This design comes from an exercise in tuning for small area and a short achievable clock period on the open sky130 flow, not from production work. At most, simulation tests tie the RTL to the original design; equivalence was not proved. No functional check of the RTL was part of run 2. Power is estimated from default activity; no workload was simulated.

==> flow/design.v (outline; a module is shown in full before it is edited, if it fits) <==
// module fpm: 2905 lines
// module fadd: 4 lines
// module bsel: 5 lines
// module ao22: 3 lines
// module hadd: 4 lines
module fpm(
    input [32:1] a,
    input [32:1] b,
    input clk,
    input rst,
    input in_valid,
    output [32:1] c,
    output out_valid
    );
  // ...
==> flow/flow/run.sh <==
#!/bin/bash
set -euo pipefail
export BUFFER_PORTS_ARGS="-buffer_cell sky130_fd_sc_hd__buf_2"
bash standard.sh > standard.log 2>&1
==> flow/standard.sh <==
#!/bin/bash
# synth_recipe.tcl (not shown) runs the flow's synth.tcl, then flattens the netlist and writes it again
# the make line also repeats each setting of config.mk as NAME=value (left out here)
make -C /OpenROAD-flow-scripts/flow DESIGN_CONFIG=/design/flow/config.mk WORK_HOME=/design/flow/orfs CLKGATE_MAP_FILE= SYNTH_SCRIPT=/design/flow/synth_recipe.tcl "${@:-finish}"
==> flow/config.mk <==
export PLATFORM = sky130hd
export DESIGN_NAME = fpm
export DESIGN_NICKNAME = fpm
export VERILOG_FILES = /design/flow/design.v
export SDC_FILE = /design/flow/constraint.sdc
export NUM_CORES = 4
export LEC_CHECK = 0
export CAP_MARGIN = 20
export CORE_MARGIN = 2
export CORE_UTILIZATION = 60
export CTS_BUF_LIST = sky130_fd_sc_hd__clkbuf_8
export CTS_CLUSTER_DIAMETER = 50
export CTS_CLUSTER_SIZE = 18
export SETUP_SLACK_MARGIN = 2.7
export SLEW_MARGIN = 30
export SYNTH_HIERARCHICAL = 1
export SYNTH_MINIMUM_KEEP_SIZE = 0
export TNS_END_PERCENT = 0
==> flow/constraint.sdc <==
create_clock -name core_clock -period 5.0 [get_ports {clk}]
set_input_delay 1.0000 -clock core_clock [delete_from_list [all_inputs] [get_ports {clk}]]
set_output_delay 1.0000 -clock core_clock [all_outputs]
set_load 0.01 [all_outputs]
==> key figures, run 1 <==
Hold path
  – Hold path endpoint: q2_w_S0_3
  – Hold Path Class: flop to flop
  – Min-delay src: q1_w_S0_3

Timing
  – Worst hold slack: 0.322 ns

Global routing
  – Met1 GRT Util: 0.472
  – First-pass GRT wire length: 90.8 mm

Synthesis
  – Most common cell in the netlist: xor2_1
  – Post-synth top flop: dfxtp_1
  – Cell variety after synth: 57
  – Post-synth top cells: xor2_1, dfxtp_1, a22o_1, fa_1, ha_1

Die
  – Die W: 185 um
  – DIE HEIGHT: 185 um

Worst setup path
  – CP peak stage delay: 0.50 ns
  – Worst Setup End Kind: flop
  – R2R Path Start: q2_c590

Power
  – Total power: 0.0143 W
  – Reg power frac: 0.276

CTS
  – CTS H-tree lvls: 2
  – Clock buffer depth: 3

Placement
  – Port bufs: 99

Finish
  – Comb_multi_in: 1,358
  – Non-Clock Buffer Area Fraction: 0.0739
  – Commonest non-fill, non-tap cell in the layout: dfxtp_1

Status
  – Status: complete, no violations

Flow run
  – Max-cap violations: 0

Route
  – Antenna Violating Nets Remaining: 0
==> inputs of run 2 (changes only) <==
--- a/flow/design.v
+++ b/flow/design.v
@@ -1332,167 +1332,148 @@
 wire P1316;
 wire P1317;
 wire P1318;
 wire P1319;
 wire w_sgn;
 wire w_fz;
 wire w_e255;
 wire [8:0] w_S0;
-reg q1_c376;
-reg q1_s381;
-reg q1_c378;
 reg q1_s383;
 reg q1_c380;
 reg q1_s391;
 reg q1_c384;
 reg q1_s393;
+reg q1_c386;
 reg q1_s401;
 reg q1_c394;
 reg q1_s403;
 reg q1_c404;
 reg q1_s413;
 reg q1_s415;
 reg q1_c416;
 reg q1_s425;
 reg q1_s427;
 reg q1_s439;
 reg q1_c428;
 reg q1_s441;
-reg q1_s449;
-reg q1_c440;
-reg q1_s451;
 reg q1_s453;
 reg q1_c442;
-reg q1_c452;
-reg q1_c454;
-reg q1_s467;
+reg q1_s455;
 reg q1_s469;
-reg q1_c468;
-reg q1_c470;
-reg q1_s483;
+reg q1_c456;
+reg q1_s471;
 reg q1_s485;
+reg q1_c472;
+reg q1_s487;
 reg q1_c486;
 reg q1_s499;
 reg q1_s501;
+reg q1_c488;
 reg q1_s503;
-reg q1_s515;
-reg q1_c500;
-reg q1_c502;
 reg q1_s517;
 reg q1_s519;
 reg q1_c504;
-reg q1_s535;
-reg q1_c518;
-reg q1_c520;
+reg q1_s521;
 reg q1_s537;
 reg q1_s539;
-reg q1_c538;
-reg q1_c540;
-reg q1_s555;
+reg q1_c522;
+reg q1_s541;
 reg q1_s557;
 reg q1_s559;
-reg q1_c558;
-reg q1_c560;
-reg q1_s577;
+reg q1_c542;
+reg q1_s561;
 reg q1_s579;
+reg q1_c562;
 reg q1_s581;
+reg q1_s583;
 reg q1_c580;
 reg q1_s599;
 reg q1_s601;
 reg q1_c582;
+reg q1_c584;
 reg q1_s603;
-reg q1_c600;
-reg q1_c602;
-reg q1_s621;
 reg q1_s623;
 reg q1_s625;
 reg q1_c604;
-reg q1_c624;
-reg q1_c626;
-reg q1_s645;
+reg q1_s627;
 reg q1_s647;
+reg q1_c628;
 reg q1_s649;
+reg q1_s651;
 reg q1_c648;
 reg q1_s669;
 reg q1_s671;
 reg q1_c650;
+reg q1_c652;
 reg q1_s673;
-reg q1_c670;
-reg q1_c672;
-reg q1_s691;
 reg q1_s693;
 reg q1_s695;
 reg q1_c674;
-reg q1_c694;
-reg q1_c696;
-reg q1_s713;
+reg q1_s697;
 reg q1_s715;
+reg q1_c698;
 reg q1_s717;
-reg q1_s733;
-reg q1_c714;
-reg q1_c716;
+reg q1_s719;
 reg q1_s735;
 reg q1_s737;
 reg q1_c718;
-reg q1_s753;
-reg q1_c736;
-reg q1_c738;
+reg q1_c720;
+reg q1_s739;
 reg q1_s755;
 reg q1_s757;
+reg q1_c740;
+reg q1_s759;
 reg q1_s773;
 reg q1_c758;
 reg q1_s775;
+reg q1_c760;
 reg q1_s777;
-reg q1_s789;
-reg q1_c774;
-reg q1_c776;
 reg q1_s791;
 reg q1_s793;
 reg q1_c778;
-reg q1_c792;
-reg q1_c794;
-reg q1_s809;
+reg q1_s795;
 reg q1_s811;
-reg q1_c810;
-reg q1_c812;
-reg q1_s825;
+reg q1_c796;
+reg q1_s813;
 reg q1_s827;
+reg q1_c814;
+reg q1_s829;
 reg q1_c828;
 reg q1_s841;
+reg q1_c830;
 reg q1_s843;
-reg q1_c840;
-reg q1_s853;
-reg q1_c842;
 reg q1_s855;
 reg q1_c844;
+reg q1_s857;
 reg q1_c856;
 reg q1_s867;
 reg q1_s869;
+reg q1_c858;
 reg q1_s879;
 reg q1_c870;
 reg q1_s881;
 reg q1_s889;
 reg q1_c880;
 reg q1_s891;
 reg q1_c882;
-reg q1_s899;
-reg q1_c892;
-reg q1_s901;
+reg q1_s903;
 reg q1_c902;
 reg q1_s911;
+reg q1_c904;
 reg q1_c912;
 reg q1_s919;
 reg q1_c918;
 reg q1_s925;
 reg q1_c920;
 reg q1_s369;
 reg q1_s371;
 reg q1_c372;
 reg q1_s379;
+reg q1_s385;
 reg q2_c590;
 reg q2_s611;
 reg q2_c612;
 reg q2_s633;
 reg q2_c634;
 reg q2_s657;
 reg q2_c658;
 reg q2_s681;
@@ -1542,39 +1523,36 @@
 reg q1_s941;
 reg q2_s941;
 reg q1_c942;
 reg q2_c942;
 reg q1_x943;
 reg q2_x943;
 reg q1_g955;
 reg q1_pp956;
-reg q2_g985;
-reg q2_pp986;
-reg q2_g983;
-reg q2_pp984;
 reg q2_g987;
 reg q2_pp988;
 reg q1_G1043;
 reg q1_P1044;
+reg q2_G1059;
+reg q2_P1060;
+reg q1_G1091;
+reg q1_P1092;
 reg q1_G1089;
 reg q1_P1090;
 reg q2_G1105;
 reg q2_P1106;
-reg q2_G1149;
-reg q2_P1150;
-reg q2_G1141;
-reg q2_g975;
-reg q2_pp976;
-reg q2_P1198;
-reg q2_G1055;
-reg q2_P1056;
-reg q2_G1103;
-reg q2_P1104;
+reg q2_G1151;
 reg q2_P1152;
+reg q2_G1197;
+reg q2_G1153;
+reg q2_P1154;
+reg q2_G1155;
+reg q2_P1156;
+reg q2_P1198;
 reg q1_w_S0_0;
 reg q2_w_S0_0;
 reg q1_w_S0_1;
 reg q2_w_S0_1;
 reg q1_w_S0_2;
 reg q2_w_S0_2;
 reg q1_w_S0_3;
 reg q2_w_S0_3;
@@ -1956,28 +1934,28 @@
 fadd u_s369 (bp92, c362, s367, s369, c370);
 hadd u_s371 (c364, c366, s371, c372);
 fadd u_s373 (neg119, bp12, bp39, s373, c374);
 fadd u_s375 (bp66, bp93, bp120, s375, c376);
 fadd u_s377 (c368, s373, s375, s377, c378);
 hadd u_s379 (c370, s377, s379, c380);
 fadd u_s381 (bp13, bp40, bp67, s381, c382);
 fadd u_s383 (bp94, bp121, c374, s383, c384);
-fadd u_s385 (q1_c376, q1_s381, q1_c378, s385, c386);
+fadd u_s385 (c376, s381, c378, s385, c386);
 hadd u_s387 (q1_s383, q1_c380, s387, c388);
 fadd u_s389 (neg148, bp14, bp41, s389, c390);
 fadd u_s391 (bp68, bp95, bp122, s391, c392);
 fadd u_s393 (bp149, c382, s389, s393, c394);
 fadd u_s395 (q1_s391, q1_c384, q1_s393, s395, c396);
-hadd u_s397 (c388, c386, s397, c398);
+hadd u_s397 (q1_c386, c388, s397, c398);
 fadd u_s399 (bp15, bp42, bp69, s399, c400);
 fadd u_s401 (bp96, bp123, bp150, s401, c402);
 fadd u_s403 (c390, c392, s399, s403, c404);
 fadd u_s405 (q1_s401, q1_c394, q1_s403, s405, c406);
-hadd u_s407 (c396, s405, s407, c408);
+hadd u_s407 (c396, c398, s407, c408);
 fadd u_s409 (neg177, bp16, bp43, s409, c410);
 fadd u_s411 (bp70, bp97, bp124, s411, c412);
 fadd u_s413 (bp151, bp178, c400, s413, c414);
 fadd u_s415 (c402, s409, s411, s415, c416);
 fadd u_s417 (q1_c404, q1_s413, q1_s415, s417, c418);
 hadd u_s419 (c406, s417, s419, c420);
 fadd u_s421 (bp17, bp44, bp71, s421, c422);
 fadd u_s423 (bp98, bp125, bp152, s423, c424);
@@ -1991,255 +1969,255 @@
 fadd u_s439 (c422, c424, s433, s439, c440);
 fadd u_s441 (s435, s437, c426, s441, c442);
 fadd u_s443 (q1_s439, q1_c428, q1_s441, s443, c444);
 hadd u_s445 (c430, s443, s445, c446);
 fadd u_s447 (bp19, bp46, bp73, s447, c448);
 fadd u_s449 (bp100, bp127, bp154, s449, c450);
 fadd u_s451 (bp181, bp208, c434, s451, c452);
 fadd u_s453 (c436, c438, s447, s453, c454);
-fadd u_s455 (q1_s449, q1_c440, q1_s451, s455, c456);
-fadd u_s457 (q1_s453, q1_c442, c444, s457, c458);
-hadd u_s459 (s455, c446, s459, c460);
+fadd u_s455 (s449, c440, s451, s455, c456);
+fadd u_s457 (q1_s453, q1_c442, q1_s455, s457, c458);
+hadd u_s459 (c444, s457, s459, c460);
 fadd u_s461 (neg235, bp20, bp47, s461, c462);
 fadd u_s463 (bp74, bp101, bp128, s463, c464);
 fadd u_s465 (bp155, bp182, bp209, s465, c466);
 fadd u_s467 (bp236, c448, c450, s467, c468);
 fadd u_s469 (s461, s463, s465, s469, c470);
-fadd u_s471 (q1_c452, q1_c454, q1_s467, s471, c472);
-fadd u_s473 (q1_s469, c456, s471, s473, c474);
-hadd u_s475 (c458, c460, s475, c476);
+fadd u_s471 (c452, c454, s467, s471, c472);
+fadd u_s473 (q1_s469, q1_c456, q1_s471, s473, c474);
+hadd u_s475 (c458, s473, s475, c476);
 fadd u_s477 (bp21, bp48, bp75, s477, c478);
 fadd u_s479 (bp102, bp129, bp156, s479, c480);
 fadd u_s481 (bp183, bp210, bp237, s481, c482);
 fadd u_s483 (c462, c464, c466, s483, c484);
 fadd u_s485 (s477, s479, s481, s485, c486);
-fadd u_s487 (q1_c468, q1_c470, q1_s483, s487, c488);
-fadd u_s489 (q1_s485, c472, s487, s489, c490);
+fadd u_s487 (c468, c470, s483, s487, c488);
+fadd u_s489 (q1_s485, q1_c472, q1_s487, s489, c490);
 hadd u_s491 (c474, s489, s491, c492);
 fadd u_s493 (neg264, bp22, bp49, s493, c494);
 fadd u_s495 (bp76, bp103, bp130, s495, c496);
 fadd u_s497 (bp157, bp184, bp211, s497, c498);
 fadd u_s499 (bp238, bp265, c478, s499, c500);
 fadd u_s501 (c480, c482, s493, s501, c502);
 fadd u_s503 (s495, s497, c484, s503, c504);
 fadd u_s505 (q1_c486, q1_s499, q1_s501, s505, c506);
-fadd u_s507 (q1_s503, c488, s505, s507, c508);
-hadd u_s509 (c490, s507, s509, c510);
+fadd u_s507 (q1_c488, q1_s503, c490, s507, c508);
+hadd u_s509 (s505, c492, s509, c510);
 fadd u_s511 (bp23, bp50, bp77, s511, c512);
 fadd u_s513 (bp104, bp131, bp158, s513, c514);
 fadd u_s515 (bp185, bp212, bp239, s515, c516);
 fadd u_s517 (bp266, c494, c496, s517, c518);
 fadd u_s519 (c498, s511, s513, s519, c520);
-fadd u_s521 (q1_s515, q1_c500, q1_c502, s521, c522);
+fadd u_s521 (s515, c500, c502, s521, c522);
 fadd u_s523 (q1_s517, q1_s519, q1_c504, s523, c524);
-fadd u_s525 (c506, s521, s523, s525, c526);
-hadd u_s527 (c508, s525, s527, c528);
+fadd u_s525 (q1_s521, c506, s523, s525, c526);
+hadd u_s527 (c508, c510, s527, c528);
 fadd u_s529 (neg293, bp24, bp51, s529, c530);
 fadd u_s531 (bp78, bp105, bp132, s531, c532);
 fadd u_s533 (bp159, bp186, bp213, s533, c534);
 fadd u_s535 (bp240, bp267, bp294, s535, c536);
 fadd u_s537 (c512, c514, c516, s537, c538);
 fadd u_s539 (s529, s531, s533, s539, c540);
-fadd u_s541 (q1_s535, q1_c518, q1_c520, s541, c542);
-fadd u_s543 (q1_s537, q1_s539, c522, s543, c544);
-fadd u_s545 (c524, s541, c526, s545, c546);
-hadd u_s547 (s543, c528, s547, c548);
+fadd u_s541 (s535, c518, c520, s541, c542);
+fadd u_s543 (q1_s537, q1_s539, q1_c522, s543, c544);
+fadd u_s545 (q1_s541, c524, s543, s545, c546);
+hadd u_s547 (c526, s545, s547, c548);
 fadd u_s549 (bp25, bp52, bp79, s549, c550);
 fadd u_s551 (bp106, bp133, bp160, s551, c552);
 fadd u_s553 (bp187, bp214, bp241, s553, c554);
 fadd u_s555 (bp268, bp295, c530, s555, c556);
 fadd u_s557 (c532, c534, c536, s557, c558);
 fadd u_s559 (s549, s551, s553, s559, c560);
-fadd u_s561 (q1_c538, q1_c540, q1_s555, s561, c562);
-fadd u_s563 (q1_s557, q1_s559, c542, s563, c564);
-fadd u_s565 (s561, c544, s563, s565, c566);
+fadd u_s561 (c538, c540, s555, s561, c562);
+fadd u_s563 (q1_s557, q1_s559, q1_c542, s563, c564);
+fadd u_s565 (q1_s561, c544, s563, s565, c566);
 hadd u_s567 (c546, s565, s567, c568);
 fadd u_s569 (neg322, bp26, bp53, s569, c570);
 fadd u_s571 (bp80, bp107, bp134, s571, c572);
 fadd u_s573 (bp161, bp188, bp215, s573, c574);
 fadd u_s575 (bp242, bp269, bp296, s575, c576);
 fadd u_s577 (bp323, c550, c552, s577, c578);
 fadd u_s579 (c554, s569, s571, s579, c580);
 fadd u_s581 (s573, s575, c556, s581, c582);
-fadd u_s583 (q1_c558, q1_c560, q1_s577, s583, c584);
-fadd u_s585 (q1_s579, q1_s581, c562, s585, c586);
-fadd u_s587 (s583, c564, s585, s587, c588);
+fadd u_s583 (c558, c560, s577, s583, c584);
+fadd u_s585 (q1_s579, q1_c562, q1_s581, s585, c586);
+fadd u_s587 (q1_s583, c564, s585, s587, c588);
 hadd u_s589 (c566, s587, s589, c590);
 fadd u_s591 (bp27, bp54, bp81, s591, c592);
 fadd u_s593 (bp108, bp135, bp162, s593, c594);
 fadd u_s595 (bp189, bp216, bp243, s595, c596);
 fadd u_s597 (bp270, bp297, bp324, s597, c598);
 fadd u_s599 (c570, c572, c574, s599, c600);
 fadd u_s601 (c576, s591, s593, s601, c602);
 fadd u_s603 (s595, s597, c578, s603, c604);
 fadd u_s605 (q1_c580, q1_s599, q1_s601, s605, c606);
-fadd u_s607 (q1_c582, q1_s603, c584, s607, c608);
-fadd u_s609 (s605, c586, s607, s609, c610);
+fadd u_s607 (q1_c582, q1_c584, q1_s603, s607, c608);
+fadd u_s609 (c586, s605, s607, s609, c610);
 hadd u_s611 (c588, s609, s611, c612);
 fadd u_s613 (a[1], bp28, bp55, s613, c614);
 fadd u_s615 (bp82, bp109, bp136, s615, c616);
 fadd u_s617 (bp163, bp190, bp217, s617, c618);
 fadd u_s619 (bp244, bp271, bp298, s619, c620);
 fadd u_s621 (bp325, c592, c594, s621, c622);
 fadd u_s623 (c596, c598, s613, s623, c624);
 fadd u_s625 (s615, s617, s619, s625, c626);
-fadd u_s627 (q1_c600, q1_c602, q1_s621, s627, c628);
+fadd u_s627 (c600, c602, s621, s627, c628);
 fadd u_s629 (q1_s623, q1_s625, q1_c604, s629, c630);
-fadd u_s631 (c606, s627, s629, s631, c632);
-fadd u_s633 (c608, s631, c610, s633, c634);
+fadd u_s631 (q1_s627, c606, c608, s631, c632);
+fadd u_s633 (s629, c610, s631, s633, c634);
 assign x635 = ~(a[2] ^ nn29);
 assign o636 = a[2] | nn29;
 fadd u_s637 (x635, bp56, bp83, s637, c638);
 fadd u_s639 (bp110, bp137, bp164, s639, c640);
 fadd u_s641 (bp191, bp218, bp245, s641, c642);
 fadd u_s643 (bp272, bp299, bp326, s643, c644);
 fadd u_s645 (c614, c616, c618, s645, c646);
 fadd u_s647 (c620, s637, s639, s647, c648);
 fadd u_s649 (s641, s643, c622, s649, c650);
-fadd u_s651 (q1_c624, q1_c626, q1_s645, s651, c652);
-fadd u_s653 (q1_s647, q1_s649, c628, s653, c654);
-fadd u_s655 (c630, s651, c632, s655, c656);
-hadd u_s657 (s653, s655, s657, c658);
+fadd u_s651 (c624, c626, s645, s651, c652);
+fadd u_s653 (q1_s647, q1_c628, q1_s649, s653, c654);
+fadd u_s655 (q1_s651, c630, s653, s655, c656);
+hadd u_s657 (c632, s655, s657, c658);
 assign x659 = ~(a[3] ^ o636);
 assign o660 = a[3] | o636;
 fadd u_s661 (bp57, bp84, bp111, s661, c662);
 fadd u_s663 (bp138, bp165, bp192, s663, c664);
 fadd u_s665 (bp219, bp246, bp273, s665, c666);
 fadd u_s667 (bp300, bp327, x659, s667, c668);
 fadd u_s669 (c638, c640, c642, s669, c670);
 fadd u_s671 (c644, s661, s663, s671, c672);
 fadd u_s673 (s665, s667, c646, s673, c674);
 fadd u_s675 (q1_c648, q1_s669, q1_s671, s675, c676);
-fadd u_s677 (q1_c650, q1_s673, c652, s677, c678);
-fadd u_s679 (s675, c654, s677, s679, c680);
+fadd u_s677 (q1_c650, q1_c652, q1_s673, s677, c678);
+fadd u_s679 (c654, s675, s677, s679, c680);
 hadd u_s681 (c656, s679, s681, c682);
 fadd u_s683 (a[4], nn58, bp85, s683, c684);
 fadd u_s685 (bp112, bp139, bp166, s685, c686);
 fadd u_s687 (bp193, bp220, bp247, s687, c688);
 fadd u_s689 (bp274, bp301, bp328, s689, c690);
 fadd u_s691 (o660, c662, c664, s691, c692);
 fadd u_s693 (c666, c668, s683, s693, c694);
 fadd u_s695 (s685, s687, s689, s695, c696);
-fadd u_s697 (q1_c670, q1_c672, q1_s691, s697, c698);
+fadd u_s697 (c670, c672, s691, s697, c698);
 fadd u_s699 (q1_s693, q1_s695, q1_c674, s699, c700);
-fadd u_s701 (c676, s697, s699, s701, c702);
-fadd u_s703 (c678, s701, c680, s703, c704);
+fadd u_s701 (q1_s697, c676, c678, s701, c702);
+fadd u_s703 (s699, c680, s701, s703, c704);
 assign x705 = ~(a[5] ^ bp86);
 assign o706 = a[5] | bp86;
 fadd u_s707 (bp113, bp140, bp167, s707, c708);
 fadd u_s709 (bp194, bp221, bp248, s709, c710);
 fadd u_s711 (bp275, bp302, bp329, s711, c712);
 fadd u_s713 (x705, c684, c686, s713, c714);
 fadd u_s715 (c688, c690, s707, s715, c716);
 fadd u_s717 (s709, s711, c692, s717, c718);
-fadd u_s719 (q1_c694, q1_c696, q1_s713, s719, c720);
-fadd u_s721 (q1_s715, q1_s717, c698, s721, c722);
-fadd u_s723 (c700, s719, c702, s723, c724);
-hadd u_s725 (s721, s723, s725, c726);
+fadd u_s719 (c694, c696, s713, s719, c720);
+fadd u_s721 (q1_s715, q1_c698, q1_s717, s721, c722);
+fadd u_s723 (q1_s719, c700, s721, s723, c724);
+hadd u_s725 (c702, s723, s725, c726);
 fadd u_s727 (a[6], nn87, bp114, s727, c728);
 fadd u_s729 (bp141, bp168, bp195, s729, c730);
 fadd u_s731 (bp222, bp249, bp276, s731, c732);
 fadd u_s733 (bp303, bp330, o706, s733, c734);
 fadd u_s735 (c708, c710, c712, s735, c736);
 fadd u_s737 (s727, s729, s731, s737, c738);
-fadd u_s739 (q1_s733, q1_c714, q1_c716, s739, c740);
+fadd u_s739 (s733, c714, c716, s739, c740);
 fadd u_s741 (q1_s735, q1_s737, q1_c718, s741, c742);
-fadd u_s743 (c720, s739, s741, s743, c744);
-fadd u_s745 (c722, s743, c724, s745, c746);
+fadd u_s743 (q1_c720, q1_s739, c722, s743, c744);
+fadd u_s745 (s741, c724, s743, s745, c746);
 assign x747 = ~(a[7] ^ bp115);
 assign o748 = a[7] | bp115;
 fadd u_s749 (bp142, bp169, bp196, s749, c750);
 fadd u_s751 (bp223, bp250, bp277, s751, c752);
 fadd u_s753 (bp304, bp331, x747, s753, c754);
 fadd u_s755 (c728, c730, c732, s755, c756);
 fadd u_s757 (s749, s751, c734, s757, c758);
-fadd u_s759 (q1_s753, q1_c736, q1_c738, s759, c760);
-fadd u_s761 (q1_s755, q1_s757, c740, s761, c762);
-fadd u_s763 (c742, s759, c744, s763, c764);
-hadd u_s765 (s761, s763, s765, c766);
+fadd u_s759 (s753, c736, c738, s759, c760);
+fadd u_s761 (q1_s755, q1_s757, q1_c740, s761, c762);
+fadd u_s763 (q1_s759, c742, s761, s763, c764);
+hadd u_s765 (c744, s763, s765, c766);
 fadd u_s767 (a[8], nn116, bp143, s767, c768);
 fadd u_s769 (bp170, bp197, bp224, s769, c770);
 fadd u_s771 (bp251, bp278, bp305, s771, c772);
 fadd u_s773 (bp332, o748, c750, s773, c774);
 fadd u_s775 (c752, s767, s769, s775, c776);
 fadd u_s777 (s771, c754, c756, s777, c778);
 fadd u_s779 (q1_s773, q1_c758, q1_s775, s779, c780);
-fadd u_s781 (q1_s777, c760, s779, s781, c782);
-fadd u_s783 (c762, s781, c764, s783, c784);
+fadd u_s781 (q1_c760, q1_s777, c762, s781, c782);
+fadd u_s783 (s779, c764, s781, s783, c784);
 assign x785 = ~(a[9] ^ bp144);
 assign o786 = a[9] | bp144;
 fadd u_s787 (bp171, bp198, bp225, s787, c788);
 fadd u_s789 (bp252, bp279, bp306, s789, c790);
 fadd u_s791 (bp333, x785, c768, s791, c792);
 fadd u_s793 (c770, c772, s787, s793, c794);
-fadd u_s795 (q1_s789, q1_c774, q1_c776, s795, c796);
+fadd u_s795 (s789, c774, c776, s795, c796);
 fadd u_s797 (q1_s791, q1_s793, q1_c778, s797, c798);
-fadd u_s799 (c780, s795, s797, s799, c800);
+fadd u_s799 (q1_s795, c780, s797, s799, c800);
 hadd u_s801 (c782, s799, s801, c802);
 fadd u_s803 (a[10], nn145, bp172, s803, c804);
 fadd u_s805 (bp199, bp226, bp253, s805, c806);
 fadd u_s807 (bp280, bp307, bp334, s807, c808);
 fadd u_s809 (o786, c788, c790, s809, c810);
 fadd u_s811 (s803, s805, s807, s811, c812);
-fadd u_s813 (q1_c792, q1_c794, q1_s809, s813, c814);
-fadd u_s815 (q1_s811, c796, c798, s815, c816);
-fadd u_s817 (s813, c800, s815, s817, c818);
+fadd u_s813 (c792, c794, s809, s813, c814);
+fadd u_s815 (q1_s811, q1_c796, q1_s813, s815, c816);
+fadd u_s817 (c798, s815, c800, s817, c818);
 assign x819 = ~(a[11] ^ bp173);
 assign o820 = a[11] | bp173;
 fadd u_s821 (bp200, bp227, bp254, s821, c822);
 fadd u_s823 (bp281, bp308, bp335, s823, c824);
 fadd u_s825 (x819, c804, c806, s825, c826);
 fadd u_s827 (c808, s821, s823, s827, c828);
-fadd u_s829 (q1_c810, q1_c812, q1_s825, s829, c830);
-fadd u_s831 (q1_s827, c814, s829, s831, c832);
+fadd u_s829 (c810, c812, s825, s829, c830);
+fadd u_s831 (q1_s827, q1_c814, q1_s829, s831, c832);
 hadd u_s833 (c816, s831, s833, c834);
 fadd u_s835 (a[12], nn174, bp201, s835, c836);
 fadd u_s837 (bp228, bp255, bp282, s837, c838);
 fadd u_s839 (bp309, bp336, o820, s839, c840);
 fadd u_s841 (c822, c824, s835, s841, c842);
 fadd u_s843 (s837, s839, c826, s843, c844);
-fadd u_s845 (q1_c828, q1_s841, q1_s843, s845, c846);
-fadd u_s847 (c830, s845, c832, s847, c848);
+fadd u_s845 (q1_c828, q1_s841, q1_c830, s845, c846);
+fadd u_s847 (q1_s843, c832, s845, s847, c848);
 assign x849 = ~(a[13] ^ bp202);
 assign o850 = a[13] | bp202;
 fadd u_s851 (bp229, bp256, bp283, s851, c852);
 fadd u_s853 (bp310, bp337, x849, s853, c854);
 fadd u_s855 (c836, c838, s851, s855, c856);
-fadd u_s857 (q1_c840, q1_s853, q1_c842, s857, c858);
-fadd u_s859 (q1_s855, q1_c844, c846, s859, c860);
-hadd u_s861 (s857, s859, s861, c862);
+fadd u_s857 (c840, s853, c842, s857, c858);
+fadd u_s859 (q1_s855, q1_c844, q1_s857, s859, c860);
+hadd u_s861 (c846, s859, s861, c862);
 fadd u_s863 (a[14], nn203, bp230, s863, c864);
 fadd u_s865 (bp257, bp284, bp311, s865, c866);
 fadd u_s867 (bp338, o850, c852, s867, c868);
 fadd u_s869 (s863, s865, c854, s869, c870);
 fadd u_s871 (q1_c856, q1_s867, q1_s869, s871, c872);
-fadd u_s873 (c858, s871, c860, s873, c874);
+fadd u_s873 (q1_c858, c860, s871, s873, c874);
 assign x875 = ~(a[15] ^ bp231);
 assign o876 = a[15] | bp231;
 fadd u_s877 (bp258, bp285, bp312, s877, c878);
 fadd u_s879 (bp339, x875, c864, s879, c880);
 fadd u_s881 (c866, s877, c868, s881, c882);
 fadd u_s883 (q1_s879, q1_c870, q1_s881, s883, c884);
 hadd u_s885 (c872, s883, s885, c886);
 fadd u_s887 (a[16], nn232, bp259, s887, c888);
 fadd u_s889 (bp286, bp313, bp340, s889, c890);
 fadd u_s891 (o876, c878, s887, s891, c892);
 fadd u_s893 (q1_s889, q1_c880, q1_s891, s893, c894);
 fadd u_s895 (q1_c882, c884, s893, s895, c896);
 assign x897 = ~(a[17] ^ bp260);
 assign o898 = a[17] | bp260;
 fadd u_s899 (bp287, bp314, bp341, s899, c900);
 fadd u_s901 (x897, c888, c890, s901, c902);
-fadd u_s903 (q1_s899, q1_c892, q1_s901, s903, c904);
-hadd u_s905 (c894, s903, s905, c906);
+fadd u_s903 (s899, c892, s901, s903, c904);
+hadd u_s905 (q1_s903, c894, s905, c906);
 fadd u_s907 (a[18], nn261, bp288, s907, c908);
 fadd u_s909 (bp315, bp342, o898, s909, c910);
 fadd u_s911 (c900, s907, s909, s911, c912);
-fadd u_s913 (q1_c902, q1_s911, c904, s913, c914);
+fadd u_s913 (q1_c902, q1_s911, q1_c904, s913, c914);
 assign x915 = ~(a[19] ^ bp289);
 assign o916 = a[19] | bp289;
 fadd u_s917 (bp316, bp343, x915, s917, c918);
 fadd u_s919 (c908, c910, s917, s919, c920);
 hadd u_s921 (q1_c912, q1_s919, s921, c922);
 fadd u_s923 (a[20], nn290, bp317, s923, c924);
 fadd u_s925 (bp344, o916, s923, s925, c926);
 fadd u_s927 (q1_c918, q1_s925, q1_c920, s927, c928);
@@ -2265,40 +2243,40 @@
 assign g953 = s357 & s359;
 assign pp954 = s357 ^ s359;
 assign g955 = s363 & s365;
 assign pp956 = s363 ^ s365;
 assign g957 = q1_s369 & q1_s371;
 assign pp958 = q1_s369 ^ q1_s371;
 assign g959 = q1_c372 & q1_s379;
 assign pp960 = q1_c372 ^ q1_s379;
-assign g961 = s385 & s387;
-assign pp962 = s385 ^ s387;
+assign g961 = q1_s385 & s387;
+assign pp962 = q1_s385 ^ s387;
 assign g963 = s395 & s397;
 assign pp964 = s395 ^ s397;
-assign g965 = c398 & s407;
-assign pp966 = c398 ^ s407;
+assign g965 = s405 & s407;
+assign pp966 = s405 ^ s407;
 assign g967 = c408 & s419;
 assign pp968 = c408 ^ s419;
 assign g969 = c420 & s431;
 assign pp970 = c420 ^ s431;
 assign g971 = c432 & s445;
 assign pp972 = c432 ^ s445;
-assign g973 = s457 & s459;
-assign pp974 = s457 ^ s459;
-assign g975 = s473 & s475;
-assign pp976 = s473 ^ s475;
+assign g973 = c446 & s459;
+assign pp974 = c446 ^ s459;
+assign g975 = c460 & s475;
+assign pp976 = c460 ^ s475;
 assign g977 = c476 & s491;
 assign pp978 = c476 ^ s491;
-assign g979 = c492 & s509;
-assign pp980 = c492 ^ s509;
-assign g981 = c510 & s527;
-assign pp982 = c510 ^ s527;
-assign g983 = s545 & s547;
-assign pp984 = s545 ^ s547;
+assign g979 = s507 & s509;
+assign pp980 = s507 ^ s509;
+assign g981 = s525 & s527;
+assign pp982 = s525 ^ s527;
+assign g983 = c528 & s547;
+assign pp984 = c528 ^ s547;
 assign g985 = c548 & s567;
 assign pp986 = c548 ^ s567;
 assign g987 = c568 & s589;
 assign pp988 = c568 ^ s589;
 assign g989 = q2_c590 & q2_s611;
 assign pp990 = q2_c590 ^ q2_s611;
 assign g991 = q2_c612 & q2_s633;
 assign pp992 = q2_c612 ^ q2_s633;
@@ -2363,18 +2341,18 @@
 assign G1051 = g969 | (pp970 & g967);
 assign P1052 = pp970 & pp968;
 assign G1053 = g973 | (pp974 & g971);
 assign P1054 = pp974 & pp972;
 assign G1055 = g977 | (pp978 & g975);
 assign P1056 = pp978 & pp976;
 assign G1057 = g981 | (pp982 & g979);
 assign P1058 = pp982 & pp980;
-assign G1059 = q2_g985 | (q2_pp986 & q2_g983);
-assign P1060 = q2_pp986 & q2_pp984;
+assign G1059 = g985 | (pp986 & g983);
+assign P1060 = pp986 & pp984;
 assign G1061 = g989 | (pp990 & q2_g987);
 assign P1062 = pp990 & q2_pp988;
 assign G1063 = g993 | (pp994 & g991);
 assign P1064 = pp994 & pp992;
 assign G1065 = g997 | (pp998 & g995);
 assign P1066 = pp998 & pp996;
 assign G1067 = g1001 | (pp1002 & g999);
 assign P1068 = pp1002 & pp1000;
@@ -2395,36 +2373,36 @@
 assign G1083 = g1033 | (pp1034 & g1031);
 assign P1084 = pp1034 & pp1032;
 assign G1085 = g1037 | (pp1038 & g1035);
 assign P1086 = pp1038 & pp1036;
 assign G1087 = g947 | (pp948 & G1039);
 assign P1088 = pp948 & P1040;
 assign G1089 = G1041 | (P1042 & G1039);
 assign P1090 = P1042 & P1040;
-assign G1091 = q1_g955 | (q1_pp956 & q1_G1043);
-assign P1092 = q1_pp956 & q1_P1044;
+assign G1091 = g955 | (pp956 & G1043);
+assign P1092 = pp956 & P1044;
 assign G1093 = G1045 | (P1046 & q1_G1043);
 assign P1094 = P1046 & q1_P1044;
 assign G1095 = g963 | (pp964 & G1047);
 assign P1096 = pp964 & P1048;
 assign G1097 = G1049 | (P1050 & G1047);
 assign P1098 = P1050 & P1048;
 assign G1099 = g971 | (pp972 & G1051);
 assign P1100 = pp972 & P1052;
 assign G1101 = G1053 | (P1054 & G1051);
 assign P1102 = P1054 & P1052;
 assign G1103 = g979 | (pp980 & G1055);
 assign P1104 = pp980 & P1056;
 assign G1105 = G1057 | (P1058 & G1055);
 assign P1106 = P1058 & P1056;
-assign G1107 = q2_g987 | (q2_pp988 & G1059);
-assign P1108 = q2_pp988 & P1060;
-assign G1109 = G1061 | (P1062 & G1059);
-assign P1110 = P1062 & P1060;
+assign G1107 = g987 | (pp988 & G1059);
+assign P1108 = pp988 & P1060;
+assign G1109 = G1061 | (P1062 & q2_G1059);
+assign P1110 = P1062 & q2_P1060;
 assign G1111 = g995 | (pp996 & G1063);
 assign P1112 = pp996 & P1064;
 assign G1113 = G1065 | (P1066 & G1063);
 assign P1114 = P1066 & P1064;
 assign G1115 = g1003 | (pp1004 & G1067);
 assign P1116 = pp1004 & P1068;
 assign G1117 = G1069 | (P1070 & G1067);
 assign P1118 = P1070 & P1068;
@@ -2441,36 +2419,36 @@
 assign G1129 = G1081 | (P1082 & G1079);
 assign P1130 = P1082 & P1080;
 assign G1131 = g1035 | (pp1036 & G1083);
 assign P1132 = pp1036 & P1084;
 assign G1133 = G1085 | (P1086 & G1083);
 assign P1134 = P1086 & P1084;
 assign G1135 = g951 | (pp952 & G1089);
 assign P1136 = pp952 & P1090;
-assign G1137 = q1_G1043 | (q1_P1044 & q1_G1089);
+assign G1137 = G1043 | (P1044 & G1089);
 assign P1138 = P1044 & P1090;
-assign G1139 = G1091 | (P1092 & q1_G1089);
-assign P1140 = P1092 & q1_P1090;
+assign G1139 = q1_G1091 | (q1_P1092 & q1_G1089);
+assign P1140 = q1_P1092 & q1_P1090;
 assign G1141 = G1093 | (P1094 & q1_G1089);
 assign P1142 = P1094 & q1_P1090;
 assign G1143 = g967 | (pp968 & G1097);
 assign P1144 = pp968 & P1098;
 assign G1145 = G1051 | (P1052 & G1097);
 assign P1146 = P1052 & P1098;
 assign G1147 = G1099 | (P1100 & G1097);
 assign P1148 = P1100 & P1098;
 assign G1149 = G1101 | (P1102 & G1097);
 assign P1150 = P1102 & P1098;
-assign G1151 = q2_g983 | (q2_pp984 & q2_G1105);
+assign G1151 = g983 | (pp984 & G1105);
 assign P1152 = pp984 & P1106;
-assign G1153 = G1059 | (P1060 & q2_G1105);
-assign P1154 = P1060 & q2_P1106;
-assign G1155 = G1107 | (P1108 & q2_G1105);
-assign P1156 = P1108 & q2_P1106;
+assign G1153 = G1059 | (P1060 & G1105);
+assign P1154 = P1060 & P1106;
+assign G1155 = G1107 | (P1108 & G1105);
+assign P1156 = P1108 & P1106;
 assign G1157 = G1109 | (P1110 & q2_G1105);
 assign P1158 = P1110 & q2_P1106;
 assign G1159 = g999 | (pp1000 & G1113);
 assign P1160 = pp1000 & P1114;
 assign G1161 = G1067 | (P1068 & G1113);
 assign P1162 = P1068 & P1114;
 assign G1163 = G1115 | (P1116 & G1113);
 assign P1164 = P1116 & P1114;
@@ -2501,17 +2479,17 @@
 assign G1189 = G1097 | (P1098 & G1141);
 assign P1190 = P1098 & P1142;
 assign G1191 = G1143 | (P1144 & G1141);
 assign P1192 = P1144 & P1142;
 assign G1193 = G1145 | (P1146 & G1141);
 assign P1194 = P1146 & P1142;
 assign G1195 = G1147 | (P1148 & G1141);
 assign P1196 = P1148 & P1142;
-assign G1197 = q2_G1149 | (q2_P1150 & q2_G1141);
+assign G1197 = G1149 | (P1150 & G1141);
 assign P1198 = P1150 & P1142;
 assign G1199 = g991 | (pp992 & G1157);
 assign P1200 = pp992 & P1158;
 assign G1201 = G1063 | (P1064 & G1157);
 assign P1202 = P1064 & P1158;
 assign G1203 = G1111 | (P1112 & G1157);
 assign P1204 = P1112 & P1158;
 assign G1205 = G1113 | (P1114 & G1157);
@@ -2535,47 +2513,47 @@
 assign G1223 = G1175 | (P1176 & G1173);
 assign P1224 = P1176 & P1174;
 assign G1225 = G1177 | (P1178 & G1173);
 assign P1226 = P1178 & P1174;
 assign G1227 = G1179 | (P1180 & G1173);
 assign P1228 = P1180 & P1174;
 assign G1229 = G1181 | (P1182 & G1173);
 assign P1230 = P1182 & P1174;
-assign G1231 = q2_g975 | (q2_pp976 & G1197);
-assign P1232 = q2_pp976 & q2_P1198;
-assign G1233 = q2_G1055 | (q2_P1056 & G1197);
-assign P1234 = q2_P1056 & q2_P1198;
-assign G1235 = q2_G1103 | (q2_P1104 & G1197);
-assign P1236 = q2_P1104 & q2_P1198;
-assign G1237 = q2_G1105 | (q2_P1106 & G1197);
-assign P1238 = q2_P1106 & q2_P1198;
-assign G1239 = G1151 | (q2_P1152 & G1197);
-assign P1240 = q2_P1152 & q2_P1198;
-assign G1241 = G1153 | (P1154 & G1197);
-assign P1242 = P1154 & q2_P1198;
-assign G1243 = G1155 | (P1156 & G1197);
-assign P1244 = P1156 & q2_P1198;
-assign G1245 = G1157 | (P1158 & G1197);
+assign G1231 = g975 | (pp976 & G1197);
+assign P1232 = pp976 & P1198;
+assign G1233 = G1055 | (P1056 & G1197);
+assign P1234 = P1056 & P1198;
+assign G1235 = G1103 | (P1104 & G1197);
+assign P1236 = P1104 & P1198;
+assign G1237 = G1105 | (P1106 & G1197);
+assign P1238 = P1106 & P1198;
+assign G1239 = q2_G1151 | (q2_P1152 & q2_G1197);
+assign P1240 = P1152 & P1198;
+assign G1241 = q2_G1153 | (q2_P1154 & q2_G1197);
+assign P1242 = P1154 & P1198;
+assign G1243 = q2_G1155 | (q2_P1156 & q2_G1197);
+assign P1244 = q2_P1156 & q2_P1198;
+assign G1245 = G1157 | (P1158 & q2_G1197);
 assign P1246 = P1158 & q2_P1198;
-assign G1247 = G1199 | (P1200 & G1197);
+assign G1247 = G1199 | (P1200 & q2_G1197);
 assign P1248 = P1200 & q2_P1198;
-assign G1249 = G1201 | (P1202 & G1197);
+assign G1249 = G1201 | (P1202 & q2_G1197);
 assign P1250 = P1202 & q2_P1198;
-assign G1251 = G1203 | (P1204 & G1197);
+assign G1251 = G1203 | (P1204 & q2_G1197);
 assign P1252 = P1204 & q2_P1198;
-assign G1253 = G1205 | (P1206 & G1197);
+assign G1253 = G1205 | (P1206 & q2_G1197);
 assign P1254 = P1206 & q2_P1198;
-assign G1255 = G1207 | (P1208 & G1197);
+assign G1255 = G1207 | (P1208 & q2_G1197);
 assign P1256 = P1208 & q2_P1198;
-assign G1257 = G1209 | (P1210 & G1197);
+assign G1257 = G1209 | (P1210 & q2_G1197);
 assign P1258 = P1210 & q2_P1198;
-assign G1259 = G1211 | (P1212 & G1197);
+assign G1259 = G1211 | (P1212 & q2_G1197);
 assign P1260 = P1212 & q2_P1198;
-assign G1261 = G1213 | (P1214 & G1197);
+assign G1261 = G1213 | (P1214 & q2_G1197);
 assign P1262 = P1214 & q2_P1198;
 assign G1263 = g1007 | (pp1008 & G1261);
 assign P1264 = pp1008 & P1262;
 assign G1265 = G1071 | (P1072 & G1261);
 assign P1266 = P1072 & P1262;
 assign G1267 = G1119 | (P1120 & G1261);
 assign P1268 = P1120 & P1262;
 assign G1269 = G1121 | (P1122 & G1261);
@@ -2629,175 +2607,154 @@
 assign P1317 = pp1034 ^ G1287;
 assign P1318 = pp1036 ^ G1289;
 assign P1319 = pp1038 ^ G1291;
 assign w_sgn = a[32] ^ b[32];
 assign w_fz = (a[31:1] == 31'd0) | (b[31:1] == 31'd0) | (((a[31:24] == 8'hff) | (b[31:24] == 8'hff)) & (a[23:1] == 23'd0) & (b[23:1] == 23'd0));
 assign w_e255 = ((a[31:24] == 8'hff) | (b[31:24] == 8'hff)) & (a[31:1] != 31'd0) & (b[31:1] != 31'd0);
 assign w_S0 = {1'b0, a[31:24]} + {1'b0, b[31:24]} + 9'd385;
 wire [8:0] o_S0 = {q2_w_S0_8, q2_w_S0_7, q2_w_S0_6, q2_w_S0_5, q2_w_S0_4, q2_w_S0_3, q2_w_S0_2, q2_w_S0_1, q2_w_S0_0};
-wire [8:0] o_E1 = o_S0 + 9'd1;
-wire [7:0] o_x0 = (q2_w_e255 | o_S0[8]) ? 8'hff : o_S0[7:0];
-wire [7:0] o_x1 = (q2_w_e255 | o_E1[8]) ? 8'hff : o_E1[7:0];
+wire [8:0] o_E = o_S0 + {8'd0, P1319};
 wire [22:0] o_F = P1319 ? {P1318, P1317, P1316, P1315, P1314, P1313, P1312, P1311, P1310, P1309, P1308, P1307, P1306, P1305, P1304, P1303, P1302, P1301, P1300, P1299, P1298, P1297, P1296} : {P1317, P1316, P1315, P1314, P1313, P1312, P1311, P1310, P1309, P1308, P1307, P1306, P1305, P1304, P1303, P1302, P1301, P1300, P1299, P1298, P1297, P1296, P1295};
 wire [22:0] o_frac = q2_w_fz ? 23'd0 : q2_w_e255 ? (P1319 ? 23'h001000 : 23'h002000) : o_F;
-wire [7:0] o_exp = (q2_w_fz & ~q2_w_e255) ? 8'h00 : (P1319 ? o_x1 : o_x0);
+wire [7:0] o_exp = (q2_w_fz & ~q2_w_e255) ? 8'h00 : ((q2_w_e255 | o_E[8]) ? 8'hff : o_E[7:0]);
 wire [31:0] o_c = {q2_w_sgn, o_exp, o_frac};
 always @(posedge clk) begin
-    q1_c376 <= c376;
-    q1_s381 <= s381;
-    q1_c378 <= c378;
     q1_s383 <= s383;
     q1_c380 <= c380;
     q1_s391 <= s391;
     q1_c384 <= c384;
     q1_s393 <= s393;
+    q1_c386 <= c386;
     q1_s401 <= s401;
     q1_c394 <= c394;
     q1_s403 <= s403;
     q1_c404 <= c404;
     q1_s413 <= s413;
     q1_s415 <= s415;
     q1_c416 <= c416;
     q1_s425 <= s425;
     q1_s427 <= s427;
     q1_s439 <= s439;
     q1_c428 <= c428;
     q1_s441 <= s441;
-    q1_s449 <= s449;
-    q1_c440 <= c440;
-    q1_s451 <= s451;
     q1_s453 <= s453;
     q1_c442 <= c442;
-    q1_c452 <= c452;
-    q1_c454 <= c454;
-    q1_s467 <= s467;
+    q1_s455 <= s455;
     q1_s469 <= s469;
-    q1_c468 <= c468;
-    q1_c470 <= c470;
-    q1_s483 <= s483;
+    q1_c456 <= c456;
+    q1_s471 <= s471;
     q1_s485 <= s485;
+    q1_c472 <= c472;
+    q1_s487 <= s487;
     q1_c486 <= c486;
     q1_s499 <= s499;
     q1_s501 <= s501;
+    q1_c488 <= c488;
     q1_s503 <= s503;
-    q1_s515 <= s515;
-    q1_c500 <= c500;
-    q1_c502 <= c502;
     q1_s517 <= s517;
     q1_s519 <= s519;
     q1_c504 <= c504;
-    q1_s535 <= s535;
-    q1_c518 <= c518;
-    q1_c520 <= c520;
+    q1_s521 <= s521;
     q1_s537 <= s537;
     q1_s539 <= s539;
-    q1_c538 <= c538;
-    q1_c540 <= c540;
-    q1_s555 <= s555;
+    q1_c522 <= c522;
+    q1_s541 <= s541;
     q1_s557 <= s557;
     q1_s559 <= s559;
-    q1_c558 <= c558;
-    q1_c560 <= c560;
-    q1_s577 <= s577;
+    q1_c542 <= c542;
+    q1_s561 <= s561;
     q1_s579 <= s579;
+    q1_c562 <= c562;
     q1_s581 <= s581;
+    q1_s583 <= s583;
     q1_c580 <= c580;
     q1_s599 <= s599;
     q1_s601 <= s601;
     q1_c582 <= c582;
+    q1_c584 <= c584;
     q1_s603 <= s603;
-    q1_c600 <= c600;
-    q1_c602 <= c602;
-    q1_s621 <= s621;
     q1_s623 <= s623;
     q1_s625 <= s625;
     q1_c604 <= c604;
-    q1_c624 <= c624;
-    q1_c626 <= c626;
-    q1_s645 <= s645;
+    q1_s627 <= s627;
     q1_s647 <= s647;
+    q1_c628 <= c628;
     q1_s649 <= s649;
+    q1_s651 <= s651;
     q1_c648 <= c648;
     q1_s669 <= s669;
     q1_s671 <= s671;
     q1_c650 <= c650;
+    q1_c652 <= c652;
     q1_s673 <= s673;
-    q1_c670 <= c670;
-    q1_c672 <= c672;
-    q1_s691 <= s691;
     q1_s693 <= s693;
     q1_s695 <= s695;
     q1_c674 <= c674;
-    q1_c694 <= c694;
-    q1_c696 <= c696;
-    q1_s713 <= s713;
+    q1_s697 <= s697;
     q1_s715 <= s715;
+    q1_c698 <= c698;
     q1_s717 <= s717;
-    q1_s733 <= s733;
-    q1_c714 <= c714;
-    q1_c716 <= c716;
+    q1_s719 <= s719;
     q1_s735 <= s735;
     q1_s737 <= s737;
     q1_c718 <= c718;
-    q1_s753 <= s753;
-    q1_c736 <= c736;
-    q1_c738 <= c738;
+    q1_c720 <= c720;
+    q1_s739 <= s739;
     q1_s755 <= s755;
     q1_s757 <= s757;
+    q1_c740 <= c740;
+    q1_s759 <= s759;
     q1_s773 <= s773;
     q1_c758 <= c758;
     q1_s775 <= s775;
+    q1_c760 <= c760;
     q1_s777 <= s777;
-    q1_s789 <= s789;
-    q1_c774 <= c774;
-    q1_c776 <= c776;
     q1_s791 <= s791;
     q1_s793 <= s793;
     q1_c778 <= c778;
-    q1_c792 <= c792;
-    q1_c794 <= c794;
-    q1_s809 <= s809;
+    q1_s795 <= s795;
     q1_s811 <= s811;
-    q1_c810 <= c810;
-    q1_c812 <= c812;
-    q1_s825 <= s825;
+    q1_c796 <= c796;
+    q1_s813 <= s813;
     q1_s827 <= s827;
+    q1_c814 <= c814;
+    q1_s829 <= s829;
     q1_c828 <= c828;
     q1_s841 <= s841;
+    q1_c830 <= c830;
     q1_s843 <= s843;
-    q1_c840 <= c840;
-    q1_s853 <= s853;
-    q1_c842 <= c842;
     q1_s855 <= s855;
     q1_c844 <= c844;
+    q1_s857 <= s857;
     q1_c856 <= c856;
     q1_s867 <= s867;
     q1_s869 <= s869;
+    q1_c858 <= c858;
     q1_s879 <= s879;
     q1_c870 <= c870;
     q1_s881 <= s881;
     q1_s889 <= s889;
     q1_c880 <= c880;
     q1_s891 <= s891;
     q1_c882 <= c882;
-    q1_s899 <= s899;
-    q1_c892 <= c892;
-    q1_s901 <= s901;
+    q1_s903 <= s903;
     q1_c902 <= c902;
     q1_s911 <= s911;
+    q1_c904 <= c904;
     q1_c912 <= c912;
     q1_s919 <= s919;
     q1_c918 <= c918;
     q1_s925 <= s925;
     q1_c920 <= c920;
     q1_s369 <= s369;
     q1_s371 <= s371;
     q1_c372 <= c372;
     q1_s379 <= s379;
+    q1_s385 <= s385;
     q2_c590 <= c590;
     q2_s611 <= s611;
     q2_c612 <= c612;
     q2_s633 <= s633;
     q2_c634 <= c634;
     q2_s657 <= s657;
     q2_c658 <= c658;
     q2_s681 <= s681;
@@ -2847,39 +2804,36 @@
     q1_s941 <= s941;
     q2_s941 <= q1_s941;
     q1_c942 <= c942;
     q2_c942 <= q1_c942;
     q1_x943 <= x943;
     q2_x943 <= q1_x943;
     q1_g955 <= g955;
     q1_pp956 <= pp956;
-    q2_g985 <= g985;
-    q2_pp986 <= pp986;
-    q2_g983 <= g983;
-    q2_pp984 <= pp984;
     q2_g987 <= g987;
     q2_pp988 <= pp988;
     q1_G1043 <= G1043;
     q1_P1044 <= P1044;
+    q2_G1059 <= G1059;
+    q2_P1060 <= P1060;
+    q1_G1091 <= G1091;
+    q1_P1092 <= P1092;
     q1_G1089 <= G1089;
     q1_P1090 <= P1090;
     q2_G1105 <= G1105;
     q2_P1106 <= P1106;
-    q2_G1149 <= G1149;
-    q2_P1150 <= P1150;
-    q2_G1141 <= G1141;
-    q2_g975 <= g975;
-    q2_pp976 <= pp976;
-    q2_P1198 <= P1198;
-    q2_G1055 <= G1055;
-    q2_P1056 <= P1056;
-    q2_G1103 <= G1103;
-    q2_P1104 <= P1104;
+    q2_G1151 <= G1151;
     q2_P1152 <= P1152;
+    q2_G1197 <= G1197;
+    q2_G1153 <= G1153;
+    q2_P1154 <= P1154;
+    q2_G1155 <= G1155;
+    q2_P1156 <= P1156;
+    q2_P1198 <= P1198;
     q1_w_S0_0 <= w_S0[0];
     q2_w_S0_0 <= q1_w_S0_0;
     q1_w_S0_1 <= w_S0[1];
     q2_w_S0_1 <= q1_w_S0_1;
     q1_w_S0_2 <= w_S0[2];
     q2_w_S0_2 <= q1_w_S0_2;
     q1_w_S0_3 <= w_S0[3];
     q2_w_S0_3 <= q1_w_S0_3;
==> flow/run.sh (new file) <==
#!/bin/bash
# synth_recipe.tcl (not shown) runs the flow's synth.tcl, then flattens the netlist and writes it again
# the make line also repeats each setting of config.mk as NAME=value (left out here)
make -C /OpenROAD-flow-scripts/flow DESIGN_CONFIG=/design/flow/config.mk WORK_HOME=/design/flow/orfs CLKGATE_MAP_FILE= SYNTH_SCRIPT=/design/flow/synth_recipe.tcl finish
==> flow/config.mk (replaced) <==
export PLATFORM = sky130hd
export DESIGN_NAME = fpm
export DESIGN_NICKNAME = fpm
export VERILOG_FILES = /design/flow/design.v
export SDC_FILE = /design/flow/constraint.sdc
export NUM_CORES = 4
export LEC_CHECK = 0
export CAP_MARGIN = 20
export CORE_MARGIN = 2
export CORE_UTILIZATION = 35
export CTS_BUF_LIST = sky130_fd_sc_hd__clkbuf_4 sky130_fd_sc_hd__clkbuf_8
export SETUP_SLACK_MARGIN = 2.5
export SLEW_MARGIN = 20
export SYNTH_HIERARCHICAL = 1
export SYNTH_MINIMUM_KEEP_SIZE = 0
export TNS_END_PERCENT = 0
removed: flow/flow/run.sh
removed: flow/standard.sh
==> run 2 against run 1 <==
  * Largest power group unchanged
  * Critical endpoint is now q1_s795
  * Combinational power down 2%
  * Via count up 0.80%
  * First-iteration DRC count down 29%
  * Sequential share of layout area down 2.0 points
  * Core utilization down 30 points
  * Worst hold slack worse by 0.0022 ns
  * Register-to-register slack worse by 0.52 ns
==> key figures, run 2 <==
Die
  – Die W: 240 um (+30%)
  – Die area: 57,800 um^2
  – Initial core utilization: 0.354
  – DIE HEIGHT: 240 um (+30%)
  – # IOs: 100
  – Rows: 86
  – Core box area: 55,200 um^2

Synthesis
  – Most common cell in the netlist: xor2_1
  – Synth area leaders: dfxtp_1, fa_1, xor2_1, a22o_1, ha_1
  – Share of the synthesized area in the top cell type: 0.268
  – Area of the mapped netlist: 19,600 um^2
  – Post-synth EDFFs: 0
  – FF+latch count, synth: 262
  – Avg Inst Size Synth: 11.4 um^2
  – Cell variety after synth: 67 (+18%)
  – Cell taking the most area after synthesis: dfxtp_1
  – Async set-reset flop share out of synthesis: 0
  – Gate Count Post-Synth: 1,721
  – Post-synth top cells: xor2_1, a22o_1, dfxtp_1, fa_1, ha_1
  – Register area share after synthesis: 0.268
  – Post-synth top flop: dfxtp_1
  – Yosys Warn Count: 7

Timing
  – Slew Limit Fails: 0
  – F_max: 0.290 GHz
  – RSZ-0062 raised after global routing: yes
  – Final Skew: 0.0221 ns
  – Final hold violation count: 0
  – Tcrit/Tclk final: 0.690
  – Tmin final: 3.45 ns
  – # setup viols final: 0
  – Slew HR: 0.346
  – Setup tns final: 0 ns
  – Worst Tran Pin Value: 0.981 ns

CTS
  – Clock Sinks: 262
  – Hold_buf cts: 0
  – Clk pin slew, worst setup/hold paths: 0.07 ns
  – Root Driver: clkbuf_8
  – CTS tree: done
  – Worst skew pair latency: 0.63 ns
  – Num CTS Buffers: 47
  – CTS H-tree lvls: 2 (unchanged)
  – Clock buffer depth: 3 (unchanged)

Route
  – Vias: 15,200
  – Antenna Violating Nets Remaining: 0 (unchanged)
  – Routed length per instance: 23.1 um
  – Drt pass-1 iters: 5
  – DRT Wirelength: 63.3 mm
  – DRC Markers: 0
  – 1st-iter DRT viols: 1,344
  – Vias per cell: 5.53

Placement
  – Routability cong.: 0.891
  – Port bufs: 99 (unchanged)
  – Dpl hpwl: 41.1 mm

Power
  – Lkg Pwr: 10.1 nW
  – P_sw: 0.00584 W
  – Comb power frac: 0.582
  – Cell Pwr Density: 597 nW/um^2
  – Switching part of the total: 0.408
  – Worst vdd ir: 0.000257 V
  – Total power: 0.0143 W (+0.36%)
  – Clock Power Share: 0.160
  – Pint: 0.00849 W
  – Reg power frac: 0.258 (-0.018)

Worst setup path
  – Worst Setup Path Type: input port to flop
  – Worst Setup End Kind: flop
  – CP peak stage delay: 0.85 ns (+0.35 ns)
  – R2R Path Start: q2_s681
  – CP Buf/Inv Count: 2
  – Crit-path max FO: 13
  – Startpoint types: input port
  – Crit path required time: 5.49 ns
  – Critical path's slowest cell: dlygate4sd2_1
  – Worst setup path start: a[19]
  – Crit-path cells: dlygate4sd2_1 -> buf_4 -> a22o_1 -> xor2_1 -> fa_1 -> fa_1 -> fa_1
  – WP data arrival: 3.94 ns
  – Cell family with most CP delay: adder cells
  – Top cell by count, worst path: fa_1

Global routing
  – Largest net degree at the start of global routing: 30
  – First-pass GRT wire length: 95.8 mm (+5.5%)
  – Gr ovfl total: 0
  – Met3 Track Usage GR: 0.0575
  – Vias in the first global route: 15,900
  – Initial antenna violation count: 7
  – Met1 GRT Util: 0.286 (-0.186)
  – Met2 GRT Util: 0.338
  – Top Usage Layer GRT: met2
  – Total track usage: 0.220

Finish
  – Commonest non-fill, non-tap cell in the layout: xor2_1
  – Layout cells sized above 1: 0.145
  – Biggest regs: q_c x32, vld x3
  – Max reg flops: 32
  – Most frequent cells in the layout: xor2_1, a22o_1, dfxtp_1
  – Layout Utilization: 0.435
  – Fill cell count: 5,154
  – Top reg by flops: q_c
  – Syn-to-layout area delta: 22.7%
  – Final nets: 2,386

Hold path
  – Hold Path Class: flop to flop
  – Min-delay src: q1_s933

Status
  – Status: complete, no violations

Flow run
  – Max-cap violations: 0 (unchanged)
[run 2: cell types whose count changed after synthesis, sizes merged, moves of 6 or more]
cell,delta
nor2,+6
a21o,+6
inv,+9
xor2,-6
o211ai,+6
dfxtp,-21
nand2,-8
buf,+6
nand3,-6
nor2b,-7
a21oi,+11
[run 2: metrics by stage]
stage	setup WS, ns	hold WS (ns)	cell area [um^2]	std cells
after global placement	0.577	0.311	22400	2628
final	1.55	0.319	24000	2743
after detailed placement	0.495	0.312	22400	2628
after CTS	1.67	0.322	24000	2735
after global routing	1.50	0.329	24000	2741
after floorplan	1.46	0.310	20200	1743
[run 2: per-module statistics from Yosys, one instance, submodules excluded]
module	copies in the design	cells
ao22	264	1
bsel	264	1
hadd	34	1
fpm	1	908
fadd	251	1
[run 2: final timing paths]
| kind | endpoint | slack (ns) | cells after the start |
|---|---|---|---|
| setup / recovery | q1_s795 | 1.55 | 7 |
| hold / removal | q2_s933 | 0.32 | 0 |
| setup reg to reg | q_c[27] | 1.67 | 17 |
| hold reg to reg | q2_s933 | 0.32 | 0 |
[run 2: what timing repair did]
item	CTS	global route
gates cloned	7	0
buffers inserted	18	2
hold endpoints to repair	0	0
gates resized for setup	76	5
pin swaps	24	5
setup endpoints to repair	209	207
[run 2: area by class of cell]
| type | count | area, um^2 | share of cell area |
|---|---|---|---|
| Clock inverter | 16 | 225 | 0.00938 |
| Antenna cell | 6 | 15.0 | 0.000625 |
| Timing Repair inverter | 1 | 3.75 | 0.000156 |
| Multi-Input combinational cell | 1385 | 14800 | 0.615 |
| Inverter | 71 | 274 | 0.0114 |
| Tap cell | 748 | 936 | 0.0390 |
| Clock buffer | 66 | 858 | 0.0358 |
| Sequential cell | 262 | 5250 | 0.219 |
| Timing Repair Buffer | 188 | 1690 | 0.0705 |
[run 2: power groups by stage]
stage          combinational, W  sequential, W  clock [W]
3_5_place_dp            0.00796        0.00372          0
4_1_cts                 0.00837        0.00371    0.00237
5_1_grt                 0.00952        0.00380    0.00244
3_3_place_gp            0.00774        0.00370          0
2_1_floorplan           0.00553        0.00366          0
6_report                0.00834        0.00370    0.00229
[run 2: per-layer routing]
metal | part of all wire | vias to the layer above
met1 | 0.42 | 7503
met5 | 0 | -
met2 | 0.43 | 834
met3 | 0.10 | 221
li1 | - | 6619
met4 | 0.050 | 0
[run 2: kinds of logic (layout without fill, tap and decap cells)]
family,after synthesis,in the layout,synth area share
DFF,262,262,0.268
buffers and inverters,102,342,0.0208
adders and majority gates,364,364,0.330
muxes,5,5,0.00256
xor gates and xnor gates,309,312,0.138
other,1,29,0.000192
and+or+nand+nor,222,222,0.0563
AOI/OAI and AO/OA,456,459,0.184

[re-timing with driven ports]
The results above use ideal ports. As a check the final layouts listed here were re-extracted and re-timed, cells and wires unchanged.
Step 1, drivers: a clkbuf_16 drives clk and a buf_2 each remaining input, both assumed.
Step 2 adds t to the input delays and takes it off the output delays; t is the mean of the earliest and latest rising clock arrival at the registers after step 1. Input paths then give back, and output paths get back, about the clock's delay inside the block.
a / b / c = ideal ports / drivers / drivers and shift; a / b = the first two.
run	t, ns	setup WS [ns]	worst setup path at the end
run 1	0.625	2.173 / 2.114 / 1.490	input to register
run 2	0.674	1.548 / 1.537 / 0.862	input to register
After both steps every run listed still meets setup and hold. The setup slack of run 2, which loses most, moves by -0.011 ns with the drivers and by -0.686 ns with both steps.
